Background: an optimization exercise with open tools, aiming at small area. Do not read the settings as production practice.
In this exercise RTL edits were held to simulation tests only and were not proved equivalent to the original.
Power figures rest on the tool's default switching activity, not on a simulated workload.

the reference run:
==> module mnemonic_device, before the edit <==
module mnemonic_device(
    input wire clk,
    input wire reset,
    input wire switch,
    input wire change_but,
    output wire sequence_o,
    output wire sequence_oe
    );
    parameter WIDTH = 16;
    reg [WIDTH-1:0] count_clks;
    reg [5:0] count_regs;
    reg [5:0] sequence_count;    
    reg previous_state;
    reg send_sequence;
    reg sequence_holder;
    function [WIDTH-1:0] cnt_inc;
        input [WIDTH-1:0] s;
        cnt_inc = {s[14:0], s[15] ^ s[13] ^ s[12] ^ s[10] ^ ~|s[14:0]};
    endfunction
    function [WIDTH-1:0] cnt_dec;
        input [WIDTH-1:0] t;
        cnt_dec = {t[0] ^ t[14] ^ t[13] ^ t[11] ^ ~|t[15:1], t[15:1]};
    endfunction
    function [5:0] ptr_inc;
        input [5:0] p;
        ptr_inc = {p[4:0] == 5'b10000, p[3:0], p[4] ^ p[2] ^ ~|p[3:0]};
    endfunction
    wire transition = previous_state != change_but;
    wire playing = sequence_count != count_regs;    
    wire seq_zero = sequence_count == 6'd0;
    wire [4:0] addr = switch ? count_regs[4:0] : sequence_count[4:0];
    wire wen;
    wire [31:0] sel;
    wire [32*WIDTH-1:0] mem_flat;
    wire [WIDTH-1:0] rd;         
    md_rdmux #(.WIDTH(WIDTH)) u_rd (.m(mem_flat), .sel(sel), .y(rd));
    wire rd_nz  = |rd;
    wire rd_gt1 = |rd[WIDTH-1:1];
    wire dec = rd_gt1 | (seq_zero & rd[0]);
    wire [WIDTH-1:0] wdata_n = ~(switch ? count_clks : cnt_dec(rd));
    assign wen = ~(switch & count_regs[5]);
    wire [3:0] sel_lo = {3'd0, wen} << addr[1:0];
    wire [7:0] sel_hi = 8'd1 << addr[4:2];
    genvar d;
    generate
        for (d = 0; d < 32; d = d + 1) begin : dec_sel
            md_and2 u (.a(sel_lo[d % 4]), .b(sel_hi[d / 4]), .y(sel[d]));
        end
    endgenerate
    genvar k;
    generate
        for (k = 0; k < 32; k = k + 1) begin : entry
            reg [WIDTH-1:0] q_n;
            always @(posedge clk)
                if (sel[k]) q_n <= wdata_n;
            assign mem_flat[k*WIDTH +: WIDTH] = q_n;
        end
    endgenerate
    always @(posedge clk) begin
        if (reset) begin
            previous_state <= 1'b0;
            count_clks <= {WIDTH{1'b0}};
            count_regs <= 6'd0;
            sequence_count <= 6'd0;
            sequence_holder <= 1'b0;
            send_sequence <= 1'b0;
        end else if (switch) begin
            send_sequence <= 1'b0;
            if (transition) begin
                previous_state <= change_but;
                if (~count_regs[5])
                    count_regs <= ptr_inc(count_regs);
                count_clks <= {{(WIDTH-1){1'b0}}, 1'b1};
            end else begin
                count_clks <= cnt_inc(count_clks);
            end
        end else if (playing) begin
            if (~dec) begin
                sequence_count <= ptr_inc(sequence_count);
                sequence_holder <= ~sequence_holder;
            end
            if (seq_zero & rd_nz)
                send_sequence <= 1'b1;
        end else begin
            send_sequence <= 1'b0;
            count_regs <= 6'd0;
            sequence_count <= 6'd0;
        end
    end
    assign sequence_o = send_sequence & sequence_holder;
    assign sequence_oe = send_sequence;
endmodule
==> module md_rdmux, before the edit <==
module md_rdmux #(parameter WIDTH = 16) (
    input wire [32*WIDTH-1:0] m,
    input wire [31:0] sel,
    output wire [WIDTH-1:0] y
    );
    genvar b, g;
    generate
        for (b = 0; b < WIDTH; b = b + 1) begin : col
            wire [10:0] t;       
            for (g = 0; g < 10; g = g + 1) begin : grp
                md_aoi222 u (.a0(m[(3*g)*WIDTH+b]), .s0(sel[3*g]),
                             .a1(m[(3*g+1)*WIDTH+b]), .s1(sel[3*g+1]),
                             .a2(m[(3*g+2)*WIDTH+b]), .s2(sel[3*g+2]),
                             .y(t[g]));
            end
            md_aoi22 u_last (.a0(m[30*WIDTH+b]), .s0(sel[30]),
                             .a1(m[31*WIDTH+b]), .s1(sel[31]), .y(t[10]));
            wire [2:0] p;
            md_nand4 u_n0 (.a(t[0]), .b(t[1]), .c(t[2]), .d(t[3]), .y(p[0]));
            md_nand4 u_n1 (.a(t[4]), .b(t[5]), .c(t[6]), .d(t[7]), .y(p[1]));
            md_nand3 u_n2 (.a(t[8]), .b(t[9]), .c(t[10]), .y(p[2]));
            md_nor3 u_o (.a(p[0]), .b(p[1]), .c(p[2]), .y(y[b]));
        end
    endgenerate
endmodule
==> module md_nor3, before the edit <==
module md_nor3 (input wire a, b, c, output wire y);
    assign y = ~(a | b | c);
endmodule
export LEC_CHECK = 0
export CAP_MARGIN = 20
export CORE_MARGIN = 2
export CORE_UTILIZATION = 65
export GPL_TIMING_DRIVEN = 0
export PLACE_DENSITY = 0.75
export SLEW_MARGIN = 20
export SYNTH_HIERARCHICAL = 1
create_clock -name core_clock -period 6.5 [get_ports {clk}]
standard.sh (not shown) runs the stock make flow with config.mk's settings and CLKGATE_MAP_FILE= SYNTH_SCRIPT=/design/flow/synth_recipe.tcl, a recipe that flattens the netlist after the stock synthesis.
==> flow/flow/run.sh <==
#!/bin/bash
# Own flow: the standard layout (standard.sh, unchanged synthesis), with
#  - synthesis buffers removed before global placement (remove_buffers.tcl);
#  - ports buffered with the smallest buffer, sized later like other cells;
#  - clock tree synthesis set to insert no dummy loads and to cluster more
#    flip-flops on each clock buffer.
# ORFS writes each step's full log under orfs/logs/; make's output goes to
# standard.log.
set -o pipefail
here=$(cd "$(dirname "$0")" && pwd)
export PRE_GLOBAL_PLACE_TCL="$here/remove_buffers.tcl"
export BUFFER_PORTS_ARGS="-buffer_cell sky130_fd_sc_hd__buf_1"
export PRE_RESIZE_TCL="$here/size.tcl"
export CTS_ARGS="-sink_clustering_enable -repair_clock_nets -dont_use_dummy_load -buf_list {sky130_fd_sc_hd__clkbuf_4} -sink_clustering_size 10 -sink_clustering_max_diameter 35"
bash standard.sh > standard.log 2>&1
Other scripts of this flow, unchanged in this note and not shown: flow/flow/cells.tcl, flow/flow/remove_buffers.tcl, flow/flow/size.tcl
Both conditions hold for the reference run: the flow ran to the end and the final layout passed the timing, DRC and antenna checks.
Input-level comparison between the trial run and the reference run:
diff --git a/flow/design.v b/flow/design.v
--- a/flow/design.v
+++ b/flow/design.v
@@ -7,7 +7,8 @@
     output wire sequence_oe
     );
     parameter WIDTH = 16;
-    reg [WIDTH-1:0] count_clks;
+    reg [WIDTH-1:0] count_clks_n;    
+    wire [WIDTH-1:0] count_clks = ~count_clks_n;
     reg [5:0] count_regs;
     reg [5:0] sequence_count;    
     reg previous_state;
@@ -32,12 +33,20 @@
     wire wen;
     wire [31:0] sel;
     wire [32*WIDTH-1:0] mem_flat;
-    wire [WIDTH-1:0] rd;         
-    md_rdmux #(.WIDTH(WIDTH)) u_rd (.m(mem_flat), .sel(sel), .y(rd));
+    wire [WIDTH-1:0] rd_n;       
+    md_rdmux #(.WIDTH(WIDTH)) u_rd (.m(mem_flat), .sel(sel), .y(rd_n));
+    wire [WIDTH-1:0] rd = ~rd_n;
     wire rd_nz  = |rd;
     wire rd_gt1 = |rd[WIDTH-1:1];
     wire dec = rd_gt1 | (seq_zero & rd[0]);
-    wire [WIDTH-1:0] wdata_n = ~(switch ? count_clks : cnt_dec(rd));
+    wire [WIDTH-1:0] wdata_n;
+    wire [WIDTH-1:0] dec_n = ~cnt_dec(rd);
+    genvar w;
+    generate
+        for (w = 0; w < WIDTH; w = w + 1) begin : wbus
+            md_mux2 u (.s(switch), .a1(count_clks_n[w]), .a0(dec_n[w]), .y(wdata_n[w]));
+        end
+    endgenerate
     assign wen = ~(switch & count_regs[5]);
     wire [3:0] sel_lo = {3'd0, wen} << addr[1:0];
     wire [7:0] sel_hi = 8'd1 << addr[4:2];
@@ -59,7 +68,7 @@
     always @(posedge clk) begin
         if (reset) begin
             previous_state <= 1'b0;
-            count_clks <= {WIDTH{1'b0}};
+            count_clks_n <= {WIDTH{1'b1}};
             count_regs <= 6'd0;
             sequence_count <= 6'd0;
             sequence_holder <= 1'b0;
@@ -70,9 +79,9 @@
                 previous_state <= change_but;
                 if (~count_regs[5])
                     count_regs <= ptr_inc(count_regs);
-                count_clks <= {{(WIDTH-1){1'b0}}, 1'b1};
+                count_clks_n <= ~{{(WIDTH-1){1'b0}}, 1'b1};
             end else begin
-                count_clks <= cnt_inc(count_clks);
+                count_clks_n <= ~cnt_inc(count_clks);
             end
         end else if (playing) begin
             if (~dec) begin
@@ -111,7 +120,7 @@
             md_nand4 u_n0 (.a(t[0]), .b(t[1]), .c(t[2]), .d(t[3]), .y(p[0]));
             md_nand4 u_n1 (.a(t[4]), .b(t[5]), .c(t[6]), .d(t[7]), .y(p[1]));
             md_nand3 u_n2 (.a(t[8]), .b(t[9]), .c(t[10]), .y(p[2]));
-            md_nor3 u_o (.a(p[0]), .b(p[1]), .c(p[2]), .y(y[b]));
+            md_or3 u_o (.a(p[0]), .b(p[1]), .c(p[2]), .y(y[b]));
         end
     endgenerate
 endmodule
@@ -127,9 +136,12 @@
 module md_nand3 (input wire a, b, c, output wire y);
     assign y = ~(a & b & c);
 endmodule
+module md_mux2 (input wire s, a1, a0, output wire y);
+    assign y = s ? a1 : a0;
+endmodule
 module md_and2 (input wire a, b, output wire y);
     assign y = a & b;
 endmodule
-module md_nor3 (input wire a, b, c, output wire y);
-    assign y = ~(a | b | c);
+module md_or3 (input wire a, b, c, output wire y);
+    assign y = a | b | c;
 endmodule
==> comparison <==
The final setup slack of the worst path number comes out higher for the trial run vs the reference run. Going from the reference run to the trial run, the proportion of cell area occupied by multi-input gates was found to have gone down by 0.59 points. The trial run was carried through to the last stage, and its layout satisfied the timing, DRC and antenna checks. In the trial run, logic gate share of total power is lower than in the reference run. Diff the reference run -> the trial run | number of library cell types mapped by synthesis | decrease of about 25%. Diff the trial run and the reference run: register-to-register slack higher in the trial run. The trial run against the reference run: synthesized instance count went down by about 2.5%, overall die width was more or less identical. Against the reference run, post-route minimum period in the trial run came out better. Reported leakage power went up by a few percent going from the reference run to the trial run. Core area delta (the reference run -> the trial run): insignificant. The trial run reports a lower measured slew at the worst slew-check pin than the reference run does. Diff the reference run -> the trial run | wire length of the first global-routing pass | decrease of 2.1 mm.

[re-timing with driven ports]
How much do the figures lean on ideal ports? The routed layouts below were timed once more, with nothing changed but the port constraints. Step 1 assumes that a clkbuf_16 drives the clock port and a buf_2 every other input. Step 2 moves the port delays by t, midway between the first and last clock arrival at a register: inputs arrive t later, outputs are due t later. That takes back most of the time a late clock gives input paths. Three values: ideal, step 1, step 2; two values: the first two.
run	t, ns	slack for setup (ns)	hold WS [ns]	worst setup path after step 2	pins driven straight from the clock port
the reference run	0.720	0.426 / 0.442 / -0.278	0.504 / 0.504 / 0.504	input to register	1
the trial run	0.738	0.863 / 0.886 / 0.148	0.496 / 0.496 / 0.496	input to register	1
With both steps, setup timing fails in the reference run, where it was met with ideal ports. For the trial run, which loses most, drivers alone change the setup slack by +0.023 ns; drivers and shift together by -0.715 ns.
